Source: an optimization exercise on an open RTL-to-GDS flow (aim: small area and a short achievable clock period). Production flows keep margins and buffers that such runs may drop. Where RTL was checked, it was by simulation tests only, not by an equivalence proof against the original. The clock port is modelled as an ideal driver; clocking choices that lean on that would not hold on a real chip. Power figures rest on the tool's default switching activity, not on a simulated workload.

wip/xenon:
Design mul_pipe, start of the top module:
module mul_pipe(
	input [15:0] numA59,
	input [15:0] numB59,
	input clk_59,
	input reset_59,
	output reg [15:0] Acc_result_59
);
export LEC_CHECK = 0
export CAP_MARGIN = 20
export CORE_MARGIN = 2
export CORE_UTILIZATION = 70
export CTS_BUF_LIST = sky130_fd_sc_hd__clkbuf_4 sky130_fd_sc_hd__clkbuf_8
export CTS_CLUSTER_DIAMETER = 60
export CTS_CLUSTER_SIZE = 30
export PLACE_DENSITY = 0.75
export SETUP_SLACK_MARGIN = 3.0
export SLEW_MARGIN = 20
export TNS_END_PERCENT = 0
create_clock -name core_clock -period 5.0 [get_ports {clk_59}]
standard.sh (not shown) runs the stock make flow with config.mk's settings and CLKGATE_MAP_FILE= SYNTH_SCRIPT=/design/flow/synth_recipe.tcl, a recipe that flattens the netlist after the stock synthesis.
==> flow/flow/run.sh <==
#!/bin/bash
# Standard ORFS layout, with plain buffers (instead of the default delay-style
# buffer) on the input and output ports.
set -euo pipefail
export BUFFER_PORTS_ARGS="-buffer_cell sky130_fd_sc_hd__buf_1"
bash standard.sh synth > synth.log 2>&1
bash standard.sh > layout.log 2>&1
Here is what was changed in the inputs of wip/umber compared with wip/xenon.
Settings: CORE_UTILIZATION now 60, was 70; TNS_END_PERCENT no longer set, was 0; PLACE_DENSITY no longer set, was 0.75.
### Flow results
- wip/umber finished every step from synthesis to the final layout, and the layout passed the timing, DRC and antenna checks.
- Delta (wip/umber minus wip/xenon): global-route usage -4.3 points; worst-case headroom to the max-slew limit decreased 0.66 points; non-clock buffer count increased about 40%; area growth from synthesis to layout now larger.
The inputs of wip/violet differ from those of wip/umber as listed below.
Settings: PLACE_DENSITY now 0.75, previously not set; CORE_UTILIZATION now 70, was 60.
Findings:
Placed cell area in wip/violet vs wip/umber: down 31 um^2. Die size: wip/violet is under wip/umber. From wip/umber to wip/violet the numbers moved as follows: layout overhead on the synthesized area held, worst setup slack after placement has increased, met2 demand-to-capacity share in global routing went up.
No functional check of the RTL was part of any run of this note.

Another version of the RTL of mul_pipe (not shown whole).
For scale: about 560 cells after synthesis, roughly 50 I/O pins, about 0.0061 sq mm of cells after synthesis.
clock: 5.0 ns
lec_check: 0
cap_margin: 20
core_margin: 2
core_utilization: 60
cts_buf_list: sky130_fd_sc_hd__clkbuf_4 sky130_fd_sc_hd__clkbuf_8
cts_cluster_diameter: 60
cts_cluster_size: 30
setup_slack_margin: 3.0
slew_margin: 20
tns_end_percent: 100
Scripts as last shown in full above: flow/flow/run.sh
Edit:
- SETUP_SLACK_MARGIN: 3.0 -> 3.2
- TNS_END_PERCENT: 100 -> 0
After rerunning: The changed run completed with no timing, DRC or antenna violations; die area stays the same; non-clock buffer count falls by 17; global-route usage falls by 0.94 points; area after synthesis is unchanged; utilization falls by 3.7 points.
Function was not checked in any run of this note: the RTL went through the layout flow alone.

## build 15
mul_pipe, a different RTL version from the one above (not shown whole).
Size: ~560 cells after synthesis, roughly 130 flip-flops, ~50 I/O pins.
// mul_pipe
module mul_pipe(
	input [15:0] numA59,
	input [15:0] numB59,
	input clk_59,
	input reset_59,
	output reg [15:0] Acc_result_59
);
==> flow/config.mk <==
export PLATFORM = sky130hd
export DESIGN_NAME = mul_pipe
export DESIGN_NICKNAME = mul_pipe
export VERILOG_FILES = /design/flow/design.v
export SDC_FILE = /design/flow/constraint.sdc
export NUM_CORES = 4
export LEC_CHECK = 0
export CAP_MARGIN = 20
export CORE_MARGIN = 2
export CORE_UTILIZATION = 60
export CTS_BUF_LIST = sky130_fd_sc_hd__clkbuf_4 sky130_fd_sc_hd__clkbuf_8
export CTS_CLUSTER_DIAMETER = 60
export CTS_CLUSTER_SIZE = 30
export SETUP_SLACK_MARGIN = 3.1
export SLEW_MARGIN = 20
==> flow/constraint.sdc <==
create_clock -name core_clock -period 5.0 [get_ports {clk_59}]
set_input_delay 1.0000 -clock core_clock [delete_from_list [all_inputs] [get_ports {clk_59}]]
set_output_delay 1.0000 -clock core_clock [all_outputs]
set_load 0.01 [all_outputs]
Scripts as last shown in full above: flow/flow/run.sh
Here is what was changed in the inputs of build 1 compared with build 15.
--- a/flow/config.mk
+++ b/flow/config.mk
@@ -14 +14 @@
-export SETUP_SLACK_MARGIN = 3.1
+export SETUP_SLACK_MARGIN = 3.2
==> comparison <==
Comparing build 1 and build 15, combinational power is lower on build 15. In the final design statistics, build 1 uses more standard cells in total than build 15. Changes observed in build 1 relative to build 15: met1 global-route usage +2.0 points; weighted congestion at the end of routability-driven global placement fell about 1.6%. Looking at critical path data arrival time, build 1 sits 90 ps higher than build 15 does. The hold violation count in the final report on build 1 is in line with that on build 15.
--- input diff build 1..build 69 ---
--- a/flow/config.mk
+++ b/flow/config.mk
@@ -7,0 +8 @@
+export ABC_AREA = 1
@@ -14 +15 @@
-export SETUP_SLACK_MARGIN = 3.2
+export SETUP_SLACK_MARGIN = 3.0
Findings:
For routed length on met1, dividing the value from build 69 by the value from build 1 gives 0.926. Met2 wirelength from detailed routing | build 69 below build 1. Between build 69 and build 1, the number of stages on the worst setup path is lower for build 1. Fraction of area in registers, build 69 and build 1: larger value in build 69.
diff inputs: build 69 => build 94
--- a/flow/config.mk
+++ b/flow/config.mk
@@ -8 +7,0 @@
-export ABC_AREA = 1
@@ -15 +14 @@
-export SETUP_SLACK_MARGIN = 3.0
+export SETUP_SLACK_MARGIN = 3.1
@@ -16,0 +16 @@
+export TNS_END_PERCENT = 0
Notes after the runs:
- Build 94 completed end to end with timing, DRC and antenna clean.
- Relative to build 69, the global-route track usage on met1 of build 94 is lower by 0.58 points.
- Relative to build 69, the simple-gate share of the synthesized area of build 94 is lower by 7.7 points.
- Between build 69 and build 94, share of the final layout cell area in multi-input gates increased.
- Looking at number of iterations in the first detailed-routing pass, build 94 sits above build 69.
- Compared with build 69, in build 94 routed wire length decreased by 12% relative to the old numbers; actual slew at the worst max-slew pin increased by 76 ps relative to the old numbers; power density relative to cell area closely matched the old numbers; switching portion of total power decreased by 5.0 points relative to the old numbers.
Modified inputs, build 2 compared to build 94
--- a/flow/config.mk
+++ b/flow/config.mk
@@ -10 +10 @@
-export CORE_UTILIZATION = 60
+export CORE_UTILIZATION = 70
@@ -14 +14,2 @@
-export SETUP_SLACK_MARGIN = 3.1
+export PLACE_DENSITY = 0.75
+export SETUP_SLACK_MARGIN = 3.0
--- outcome ---
- Build 94 finished end to end and its layout was clean on timing, DRC and antenna.
- Every stage of the flow completed for build 2, and the final layout passed the timing, DRC and antenna checks.
- Compare build 94 and build 2 | total power higher: build 2
- From build 94 to build 2 the numbers moved as follows: clock-buffer cell count increased by 1 relative to the old numbers, share of power burned in combinational logic rose 0.8 points, final non-filler cell area decreased 2.3%.
Here is what was changed in the inputs of build 65 compared with build 2.
--- a/flow/config.mk
+++ b/flow/config.mk
@@ -10 +10 @@
-export CORE_UTILIZATION = 70
+export CORE_UTILIZATION = 60
@@ -14 +13,0 @@
-export PLACE_DENSITY = 0.75
@@ -17 +15,0 @@
-export TNS_END_PERCENT = 0
==> comparison <==
Least setup slack across all paths after layout in build 65 is 73 ps above build 2.
Build 65 vs. build 2: combined area of the multi-input logic cells went up; cell area rose by about 4.3%; sum of net half-perimeters after detailed placement went up about 2.4%.

mul_pipe again, from the RTL that the note above started with.
clock: 5.0 ns
lec_check: 0
cap_margin: 20
core_margin: 2
core_utilization: 50
cts_buf_list: sky130_fd_sc_hd__clkbuf_4 sky130_fd_sc_hd__clkbuf_8
cts_cluster_diameter: 60
cts_cluster_size: 30
place_density: 0.6
setup_slack_margin: 3.2
slew_margin: 20
tns_end_percent: 0
Scripts as last shown in full above: flow/flow/run.sh
Next try:
--- a/flow/config.mk
+++ b/flow/config.mk
@@ -9,3 +9,3 @@
 export CORE_MARGIN = 2
-export CORE_UTILIZATION = 50
+export CORE_UTILIZATION = 60
 export CTS_BUF_LIST = sky130_fd_sc_hd__clkbuf_4 sky130_fd_sc_hd__clkbuf_8
@@ -13,3 +13,2 @@
 export CTS_CLUSTER_SIZE = 30
-export PLACE_DENSITY = 0.6
 export SETUP_SLACK_MARGIN = 3.2
Effect: The new run ran to the end with no violations; maximum frequency came out higher by a few percent; cell area went down slightly; area after synthesis does not change; worst hold slack stays flat; cell count fell by a few percent; total power increases by a few percent; wire length increases slightly; combinational power is higher by a few percent.
Next try:
==> flow/flow/run.sh (replaced) <==
#!/bin/bash
# Standard ORFS layout, with plain buffers (instead of the default delay-style
# buffer) on the input and output ports, and flip-flops that drive six or more
# loads given their strongest drive before clock tree synthesis.
set -euo pipefail
export BUFFER_PORTS_ARGS="-buffer_cell sky130_fd_sc_hd__buf_1"
export PRE_CTS_TCL="$PWD/flow/upsize.tcl"
bash standard.sh synth > synth.log 2>&1
bash standard.sh > layout.log 2>&1
==> flow/flow/upsize.tcl (new file) <==
# Before clock tree synthesis: give flip-flops that drive many loads directly the
# strongest drive of their own cell family (same function, larger drive).
set n 0
foreach inst [get_cells *] {
  set ref [get_property $inst ref_name]
  if {![string match "sky130_fd_sc_hd__dfxtp_*" $ref] || $ref eq "sky130_fd_sc_hd__dfxtp_4"} continue
  set fo 0
  foreach q [get_pins -of_objects $inst -filter "direction == output"] {
    set net [get_nets -quiet -of_objects $q]
    if {$net eq ""} continue
    incr fo [llength [get_pins -quiet -of_objects $net -filter "direction == input"]]
  }
  if {$fo >= 6} {
    replace_cell $inst sky130_fd_sc_hd__dfxtp_4
    incr n
  }
}
puts "upsize.tcl: $n flip-flops set to dfxtp_4"
Result:
- fmax stays flat
- setup slack stays flat
- global-route usage climbs by 0.20 points
- cell area went up slightly
- area after synthesis is unchanged
Next try:
==> flow/flow/run.sh (replaced) <==
#!/bin/bash
# Standard ORFS layout, with plain buffers (instead of the default delay-style
# buffer) on the input and output ports.
set -euo pipefail
export BUFFER_PORTS_ARGS="-buffer_cell sky130_fd_sc_hd__buf_1"
bash standard.sh synth > synth.log 2>&1
bash standard.sh > layout.log 2>&1
--- a/flow/config.mk
+++ b/flow/config.mk
@@ -9,3 +9,3 @@
 export CORE_MARGIN = 2
-export CORE_UTILIZATION = 60
+export CORE_UTILIZATION = 70
 export CTS_BUF_LIST = sky130_fd_sc_hd__clkbuf_4 sky130_fd_sc_hd__clkbuf_8
@@ -13,4 +13,4 @@
 export CTS_CLUSTER_SIZE = 30
-export SETUP_SLACK_MARGIN = 3.2
+export PLACE_DENSITY = 0.75
+export SETUP_SLACK_MARGIN = 3.0
 export SLEW_MARGIN = 20
-export TNS_END_PERCENT = 0
removed: flow/flow/upsize.tcl
=>
- die area shrinks by roughly a tenth
- non-clock buffer count shrinks by 9
- routed wire length came out lower slightly
- power goes down slightly
- fmax falls slightly
- combinational power grows by a few percent
Next try:
--- a/flow/config.mk
+++ b/flow/config.mk
@@ -9,3 +9,3 @@
 export CORE_MARGIN = 2
-export CORE_UTILIZATION = 70
+export CORE_UTILIZATION = 60
 export CTS_BUF_LIST = sky130_fd_sc_hd__clkbuf_4 sky130_fd_sc_hd__clkbuf_8
@@ -13,4 +13,4 @@
 export CTS_CLUSTER_SIZE = 30
-export PLACE_DENSITY = 0.75
 export SETUP_SLACK_MARGIN = 3.0
 export SLEW_MARGIN = 20
+export TNS_END_PERCENT = 0
Utilization falls by 13 points.
Routed wire length falls by 5.7%.
Power falls by 2.6%.
Cell area falls by 0.90%.
Count of clock-buffer cells in the layout rises by 1.
Clock power falls by 2.6%.

[afterwards: timing with drivers on the ports]
How much do the figures lean on ideal ports? The routed layouts below were timed once more, with nothing changed but the port constraints.
Step 1, drivers: a clkbuf_16 drives clk_59 and a buf_2 each remaining input, both assumed.
Step 2, shift: input delay + t, output delay - t, t = (earliest + latest rising clock arrival at the registers) / 2. This alone moves slack from input paths to output paths.
Slacks: no drivers / after step 1 / after step 2; pairs: no drivers / after step 1.
run	t (ns)	slack for setup (ns)	worst setup path after step 2	slew at the worst register clock pin (ns)
wip/xenon	0.464	2.855 / 2.855 / 2.777	input to register	0.09 / 0.09
wip/umber	0.466	2.936 / 2.936 / 2.799	input to register	0.07 / 0.07
wip/violet	0.462	2.945 / 2.945 / 2.770	input to register	0.09 / 0.09
the first run of note 2	0.449	2.824 / 2.824 / 2.785	input to register	0.07 / 0.07
the second run of note 2	0.453	2.811 / 2.811 / 2.790	input to register	0.08 / 0.08
build 15	0.469	3.050 / 3.050 / 2.805	input to register	0.08 / 0.08
build 1	0.459	2.952 / 2.952 / 2.807	input to register	0.08 / 0.08
build 69	0.467	2.867 / 2.867 / 2.762	input to register	0.09 / 0.09
build 94	0.460	3.015 / 3.015 / 2.773	input to register	0.08 / 0.08
build 2	0.448	2.952 / 2.952 / 2.758	input to register	0.08 / 0.08
build 65	0.477	3.025 / 3.025 / 2.732	input to register	0.09 / 0.09
the first run of note 4	0.462	2.971 / 2.971 / 2.692	input to register	0.07 / 0.07
the second run of note 4	0.463	3.023 / 3.023 / 2.772	input to register	0.08 / 0.08
the third run of note 4	0.462	3.021 / 3.021 / 2.777	input to register	0.09 / 0.09
the fourth run of note 4	0.462	3.002 / 3.002 / 2.788	input to register	0.09 / 0.09
the fifth run of note 4	0.469	2.991 / 2.991 / 2.763	input to register	0.08 / 0.08
After both steps every run listed still meets setup and hold. For build 65, which loses most, drivers alone change the setup slack by 0.000 ns; drivers and shift together by -0.293 ns.
